Context: an optimization exercise on an open-source flow, tuned for small area, a short achievable clock period and few clock cycles per item. The choices shown serve that exercise and are no tape-out recipe.
In this exercise RTL edits were held to simulation tests only and were not proved equivalent to the original.
Power is estimated from default activity; no workload was simulated.

==> flow/design.v (outline; a module is shown in full before it is edited, if it fits) <==
// module CONV: 1214 lines
module CONV (
  output logic        busy,
  output logic [11:0] iaddr,
  output logic        cwr,
  output logic [11:0] caddr_wr,
  output logic [19:0] cdata_wr,
  output logic        crd,
  output logic [11:0] caddr_rd,
  output logic [ 2:0] csel,
  input               clk,
  input               reset,
  input        [19:0] idata,
  input        [19:0] cdata_rd,
  input               ready
);
  // ...
==> flow/flow/run.sh <==
#!/bin/bash
set -euo pipefail
MARGIN=6
sed "s/SETUP_SLACK_MARGIN=[0-9.]*/SETUP_SLACK_MARGIN=$MARGIN/" standard.sh > standard_margin.sh
bash standard_margin.sh > flow.log 2>&1
==> flow/standard.sh <==
#!/bin/bash
# synth_recipe.tcl (not shown) runs the flow's synth.tcl, then flattens the netlist and writes it again
# the make line also repeats each setting of config.mk as NAME=value (left out here)
make -C /OpenROAD-flow-scripts/flow DESIGN_CONFIG=/design/flow/config.mk WORK_HOME=/design/flow/orfs CLKGATE_MAP_FILE= SYNTH_SCRIPT=/design/flow/synth_recipe.tcl "${@:-finish}"
==> flow/config.mk <==
export PLATFORM = sky130hd
export DESIGN_NAME = CONV
export DESIGN_NICKNAME = CONV
export VERILOG_FILES = /design/flow/design.v
export SDC_FILE = /design/flow/constraint.sdc
export NUM_CORES = 4
export LEC_CHECK = 0
export CAP_MARGIN = 20
export CORE_MARGIN = 2
export CORE_UTILIZATION = 55
export CTS_BUF_LIST = sky130_fd_sc_hd__clkbuf_4 sky130_fd_sc_hd__clkbuf_8
export PLACE_DENSITY = 0.72
export SETUP_SLACK_MARGIN = 5
export SLEW_MARGIN = 20
export TNS_END_PERCENT = 100
==> flow/constraint.sdc <==
create_clock -name core_clock -period 9.5 [get_ports {clk}]
set_input_delay 1.9000 -clock core_clock [delete_from_list [all_inputs] [get_ports {clk}]]
set_output_delay 1.9000 -clock core_clock [all_outputs]
set_load 0.01 [all_outputs]
==> flow_summary.yaml, run 1 <==
critical_path:
  worstRegToRegCells: 9
  critPathMaxStageDelay_ps: 370
  reg2reg_from: "pe2[1]"
yosys:
  seq_area_frac_synth: 0.3067
  synth.distinct_cells: 87
  synth.avg_cell_area_um2: 9.974
  ys.flop_type: "dfxtp_1"
  synth_area_leaders: "fa_1, dfxtp_1, ha_1"
timing:
  setup_violations: 0
  clock_skew_ps: 45.60
  period_share: 0.3703
outcome:
  status: "complete, no violations"
finish:
  stdcell_area_um2: 30880
  multiInputGateArea_um2: 16960
  area_dominant_class: "multi-input combinational cells"
  inverters: 419
  area_growth_syn_to_layout_pct: 12.51
clock_tree:
  cts_max_level: 3
grt:
  antenna_found_initial: 2
  grt_most_used_layer: "met2"
drt:
  wl_met3_um: 8379
placed_design:
  gp_congestion: 0.9124
  placed_area_um2: 28820
power:
  p_leak_nw: 13.32
  switching_share: 0.3705
Testbench counts, summed over its fixed seeds: cycles 147,528, images 12.
==> run 2: changes to the inputs <==
--- a/flow/config.mk
+++ b/flow/config.mk
@@ -9,6 +9,8 @@
 export CORE_MARGIN = 2
 export CORE_UTILIZATION = 55
 export CTS_BUF_LIST = sky130_fd_sc_hd__clkbuf_4 sky130_fd_sc_hd__clkbuf_8
+export CTS_CLUSTER_DIAMETER = 60
+export CTS_CLUSTER_SIZE = 15
 export PLACE_DENSITY = 0.72
 export SETUP_SLACK_MARGIN = 5
 export SLEW_MARGIN = 20
==> run 2 against run 1 <==
  * Critical endpoint unchanged
  * Largest power group unchanged
  * Final area decreased by 2.3%
  * Register-to-register slack got worse by 40 ps
  * Non-clock buffer count increased by 2
  * Synthesized cell count unchanged
  * Die area unchanged
  * Combinational power about the same
==> flow_summary.yaml, run 2 <==
outcome:
  status: "complete, no violations"
critical_path:
  critPathTopFamily: "compound AO/OA/AOI/OAI gates"
  cp.required_ps: 10080
  critPathMaxFanout: 3
  critPathMaxStageDelay_ps: 380
  endpoint_kind: "flip-flop"
  slowest_stage: "o41ai_4"
  r2r_slack_ps: 6040
  worstPathArrival_ps: 4050
  crit_chain: "clkdlybuf4s15_1 > ha_4 > nor2b_2 > o21a_1 > o21ai_2 > a21o_1 > o31ai_4 > o41ai_4 > o21ai_1 > a21oi_2 > mux2i_1"
  reg2reg_from: "P5[13]"
  critPathLaunchType: "input port"
  crit_path_start: "idata[4]"
  crit_buf_inv: 1
  critPathKind: "in -> reg"
floorplanning:
  die_area_um2: 51710
  pin_count: 105
  rows: 81
  coreArea_um2: 49150
  fp.dieH_um: 227.4
  start_util: 0.5584
  die_x_um: 227.4
drt:
  wl_per_cell_um: 21.53
  route.detailed.drc: 0
  drt_pass1_iterations: 9
  vias: 20800
  vias_per_cell: 5.988
  wl_um: 74790
  drt_first_iter_violations: 2611
  antenna_left: 0
yosys:
  synth_top_family_by_area: "adder cells"
  syn-cell-area_um2: 27450
  yosys.area_share.simple: 0.08857
  synth.distinct_cells: 87
  synth_top_area_share: 0.2494
  seq_area_frac_synth: 0.3067
  synth_mux_area_frac: 0.05114
  synth_largest_area_cell: "fa_1"
  ys_seq_elements: 394
  synth_area_leaders: "fa_1, dfxtp_1, ha_1"
  synth_compound_area_frac: 0.1478
  yosysMostFrequentCell: "inv_1"
  synth.avg_cell_area_um2: 9.974
  ys.flop_type: "dfxtp_1"
  synth_commonest_cells: "inv_1, fa_1, dfxtp_1"
  synth_cells: 2752
  synth-adder-area-share: 0.3069
  synth_xor_area_frac: 0.01495
  synthArstFlopShare: 0.06599
  synth_warnings: 1
  synth-edff-count: 40
finish:
  area_growth_syn_to_layout_pct: 9.869
  final_cell_mix: "inv_1, fa_1, dfxtp_1"
  drive_gt1_frac: 0.09722
  nets: 3290
  layout_commonest_cell: "inv_1"
power:
  p_leak_nw: 12.95
  peakVddDrop_v: 0.0001049
  powerDensity_nw_per_um2: 207.4
clock_tree:
  cts_hold_buf: 0
  root_buffer: "clkbuf_8"
  cts_tree: "yes"
  clock_sinks: 394
  clock_path_buffers: 3
  worstSkewPairLatency_ps: 670
  cts_max_level: 2
  cts.clk_slew.worst_paths_ps: 90
  cts_buffers: 40
grt:
  first_global_vias: 20940
  grt_pass1_wl_um: 116600
  antenna_found_initial: 0
  gr-total-overflow: 0
  grt_usage: 0.2930
  grt_max_degree: 81
timing:
  slew-limit-headroom: 0.3394
  grt_setup_unrepaired: "yes"
  clock_skew_ps: 38.56
  period_share: 0.3650
  period_needed_ps: 3468
  holdWs_ps: 412.7
  hold_viol: 0
  setup-tns-final_ps: 0
  setup_violations: 0
  fmaxAchievable_mhz: 288.4
  worst_slew_pin_slew_ps: 990.9
  final-max-slew-violation-count: 0
min_path:
  worstHoldStart: "r2[2]"
  worstHoldPathType: "reg -> reg"
placed_design:
  dp_hpwl_um: 55280
  io_buffer_count: 101
  gp_congestion: 0.9124
job:
  max-cap-violations: 0
-- run 2: cell count changes in the layout (fill, tap and decap cells not counted), sizes merged --
cell / delta
clkbuf: -56
inv: +10
bufinv: -6
clkinv: -4
buf: +2
clkinvlp: -2
dlygate4sd2: +2
diode: -1
-- run 2: final cells by class --
cell class              count  area (µm²)
flip-flops and latches    394        8447
clock buffers              51       670.6
repair inverters            4       27.53
fillers                  3996       19000
well taps                 664       830.8
multi-input cells        1769       16950
clock inverters            20       192.7
inverters                 415        1570
diodes                      2       5.005
repair buffers            155        1465
-- run 2: where the power goes --
part	internal (mW)	switching (mW)	total, mW	leakage [nW]
logic	1.10	1.37	2.47	9.04
registers	2.16	0.433	2.59	3.46
clock network	0.517	0.680	1.20	0.442
total	3.77	2.48	6.25	12.9
-- run 2: what timing repair did --
item,CTS,global route
resized for setup,77,39
hold endpoints to repair,0,0
pin swaps,8,8
setup buffers,17,14
setup endpoints to repair,160,80
cloned,5,0
-- run 2: logic make-up (layout without fill, tap and decap cells) --
family / count (synthesis) / count (layout)
buffers and inverters: 592 / 645
and+or+nand+nor: 511 / 512
xor gates and xnor gates: 46 / 46
muxes: 134 / 134
AOI/OAI and AO/OA: 605 / 605
DFF: 394 / 394
adders and majority gates: 468 / 468
other: 2 / 6
-- run 2: final timing paths --
check,depth (start not counted),to
setup / recovery,11,P5[20]
hold / removal,1,r2[0]
setup reg to reg,10,C2[16]
hold reg to reg,1,r2[0]
max in group asynchronous,2,fk[3]
min in group asynchronous,2,frow[4]
-- run 2: per-layer routing --
layer | share of wire | track usage
met2 | 0.44 | 0.4371
met1 | 0.43 | 0.4229
met3 | 0.099 | 0.06724
met4 | 0.032 | 0.09677
met5 | 0 | 0
-- run 2: worst register-to-register path, cell delays in order, from the launching register on --
cell and delay [ps]:
dfxtp_1 730, inv_1 390, o22ai_1 210, a21oi_1 90, fa_1 510, inv_1 60, fa_1 410, inv_1 80
fa_1 410, inv_1 90, fa_1 380
-- run 2: through the flow --
step | setup slack (ps) | util | instance area [µm²] | cells | power, mW
6_report | 6032 | 0.6135 | 30160 | 3474 | 6.253
2_1_floorplan | 5772 | - | 27530 | 2754 | 4.270
5_1_grt | 5872 | 0.6134 | 30150 | 3472 | 6.733
4_1_cts | 6000 | 0.6088 | 29930 | 3458 | 6.231
3_5_place_dp | 4895 | 0.5864 | 28820 | 3365 | 5.040
3_3_place_gp | 4969 | 0.5863 | 28820 | 3365 | 4.868
==> run 3: changes to the inputs <==
--- a/flow/config.mk
+++ b/flow/config.mk
@@ -9,8 +9,8 @@
 export CORE_MARGIN = 2
 export CORE_UTILIZATION = 55
 export CTS_BUF_LIST = sky130_fd_sc_hd__clkbuf_4 sky130_fd_sc_hd__clkbuf_8
-export CTS_CLUSTER_DIAMETER = 60
-export CTS_CLUSTER_SIZE = 15
+export CTS_CLUSTER_DIAMETER = 50
+export CTS_CLUSTER_SIZE = 12
 export PLACE_DENSITY = 0.72
 export SETUP_SLACK_MARGIN = 5
 export SLEW_MARGIN = 20
==> run 3 against run 2 <==
  * Non-clock buffer count down 1
  * Flip-flop and latch count unchanged
  * Die area unchanged
  * Largest cell class unchanged
==> flow_summary.yaml, run 3 <==
yosys:
  yosysMostFrequentCell: "inv_1"
  synth_cells: 2752
  synth_largest_area_cell: "fa_1"
  synth.avg_cell_area_um2: 9.974
  synth_xor_area_frac: 0.01495
  synthArstFlopShare: 0.06599
  yosys.area_share.simple: 0.08857
  synth_compound_area_frac: 0.1478
  synth_area_leaders: "fa_1, dfxtp_1, ha_1"
  seq_area_frac_synth: 0.3067
  synth_mux_area_frac: 0.05114
  syn-cell-area_um2: 27450
  synth_warnings: 1
  synth-edff-count: 40
  synth.distinct_cells: 87
  synth-adder-area-share: 0.3069
  synth_top_area_share: 0.2494
  ys_seq_elements: 394
  synth_commonest_cells: "inv_1, fa_1, dfxtp_1"
  ys.flop_type: "dfxtp_1"
  synth_top_family_by_area: "adder cells"
grt:
  grt_pass1_wl_um: 116700
  gr-total-overflow: 0
  antenna_found_initial: 1
  grt_max_degree: 81
  first_global_vias: 20950
  grt_usage: 0.2940
critical_path:
  slowest_stage: "o41ai_4"
  endpoint_kind: "flip-flop"
  critPathLaunchType: "input port"
  critPathMaxFanout: 4
  critPathMaxStageDelay_ps: 370
  path_common_cell: "a21oi_2"
  cp.required_ps: 10090
  crit_buf_inv: 1
  critPathTopFamily: "compound AO/OA/AOI/OAI gates"
  critPathKind: "in -> reg"
  worstPathArrival_ps: 4070
  crit_chain: "clkdlybuf4s15_1 > ha_4 > a21o_1 > a21oi_2 > nor2_1 > a21oi_2 > o31ai_4 > o41ai_4 > o21ai_1 > a21oi_2 > mux2i_1"
drt:
  route.detailed.drc: 0
  drt_pass1_iterations: 8
  vias: 20820
  wl_um: 75200
  antenna_left: 0
  drt_first_iter_violations: 2599
  wl_per_cell_um: 21.58
  vias_per_cell: 5.976
timing:
  fmaxAchievable_mhz: 287.3
  setup-tns-final_ps: 0
  slew-limit-headroom: 0.3478
  worst_slack_ps: 6019
  final-max-slew-violation-count: 0
  clock_skew_ps: 39.49
  holdWs_ps: 411.0
  hold_viol: 0
  setup_violations: 0
  worst_slew_pin_slew_ps: 978.3
  period_needed_ps: 3481
  grt_setup_unrepaired: "yes"
  period_share: 0.3664
floorplanning:
  start_util: 0.5584
  die_area_um2: 51710
  fp.dieH_um: 227.4
  coreArea_um2: 49150
  rows: 81
  die_x_um: 227.4
  pin_count: 105
power:
  p_leak_nw: 13.03
  peakVddDrop_v: 0.0001126
  p_clk_frac: 0.204
  switching_share: 0.3907
  combPwrFrac: 0.389
  p_seq_frac: 0.407
  switchingPower_mw: 2.485
  intPower_mw: 3.875
  powerDensity_nw_per_um2: 210.0
placed_design:
  gp_congestion: 0.9124
  dp_hpwl_um: 55280
  io_buffer_count: 101
  post-place-ws_ps: 4895
  dp.cells: 3365
clock_tree:
  cts_tree: "yes"
  cts.clk_slew.worst_paths_ps: 80
  clock_path_buffers: 3
  root_buffer: "clkbuf_8"
  cts_hold_buf: 0
  worstSkewPairLatency_ps: 660
  clock_sinks: 394
  cts_buffers: 47
  cts_max_level: 2
job:
  max-cap-violations: 0
outcome:
  status: "complete, no violations"
finish:
  layout_commonest_cell: "inv_1"
  drive_gt1_frac: 0.1035
  nets: 3296
  layout.cells.non_filler: 3484
  final_cell_mix: "inv_1, fa_1, dfxtp_1"
  area_growth_syn_to_layout_pct: 10.34
  diodes: 0
min_path:
  worstHoldPathType: "reg -> reg"
run 3: kinds of logic after synthesis:
kind of cell	count (synthesis)
and+or+nand+nor	511
buffers and inverters	592
xor gates and xnor gates	46
AOI/OAI and AO/OA	605
adders and majority gates	468
other	2
DFF	394
muxes	134
run 3: power groups by stage:
stage / logic, mW / registers (mW) / clock network, mW
floorplan: 1.92 / 2.35 / 0
detailed placement: 2.45 / 2.59 / 0
CTS: 2.46 / 2.56 / 1.32
global placement: 2.29 / 2.58 / 0
global route: 2.86 / 2.61 / 1.39
finish: 2.47 / 2.59 / 1.30
run 3: final timing paths:
| kind | from | end | slack [ps] | cells past startpoint |
|---|---|---|---|---|
| max in group asynchronous | reset | fk[1] | 7470 | 2 |
| max | idata[8] | P5[20] | 6020 | 11 |
| min in group asynchronous | reset | fr[6] | 1610 | 2 |
| max reg2reg | P5[13] | C2[16] | 6040 | 10 |
| min | r2[2] | r2[0] | 410 | 1 |
| min reg2reg | r2[2] | r2[0] | 410 | 1 |
run 3: layer usage:
metal	routed length [µm]	GRT usage	share of wire	vias up
met3	8355	0.07383	0.11	176
met4	2227	0.09277	0.030	2
met2	33180	0.4422	0.44	1152
met1	31430	0.4185	0.42	10250
met5	13	0	0.00017	-
li1	-	-	-	9243
run 3: area by class of cell:
type,count,area [µm²]
fill,3988,18870
clock inverter,22,198.9
clock buffer,62,797.0
inverter,415,1570
sequential,394,8452
timing repair buffer,154,1451
multi-input combinational,1769,16960
timing repair inverter,4,27.53
tap,664,830.8
run 3: through the flow:
stage	power (mW)	utilization	instance area, µm²
after floorplan	4.270	-	27530
after global placement	4.868	0.5863	28820
after detailed placement	5.040	0.5864	28820
after CTS	6.344	0.6113	30050
after global routing	6.854	0.6162	30290
final	6.360	0.6162	30290
run 3: repair_timing:
| item | in CTS | in global routing |
|---|---|---|
| gates resized for setup | 75 | 52 |
| pin swaps | 7 | 11 |
| cloned | 5 | 0 |
| setup endpoints to repair | 163 | 86 |
| buffers inserted | 15 | 15 |

==> separate check: timing with driven ports <==
Ports are ideal in the flow. The routed layouts listed here were re-timed in OpenROAD.
Step 1 sets driving cells, clkbuf_16 on the clock port and buf_2 on the other inputs (assumed; they add their load-dependent delay and slew).
Step 2 also shifts input and output timing later by t, the mid clock arrival at the registers, as if the neighbouring blocks saw the same clock.
Three values: ideal ports, drivers, drivers and shift; two values: the first two.
run	shift t [ns]	setup WS [ns]	worst setup path after step 2
run 1	0.710	5.983 / 5.998 / 5.310	input to register
run 2	0.699	6.032 / 5.990 / 5.365	input to register
run 3	0.693	6.019 / 6.004 / 5.355	input to register
After both steps setup and hold are still met in every run listed. For run 1, which loses most, drivers alone change the setup slack by +0.015 ns; drivers and shift together by -0.673 ns.
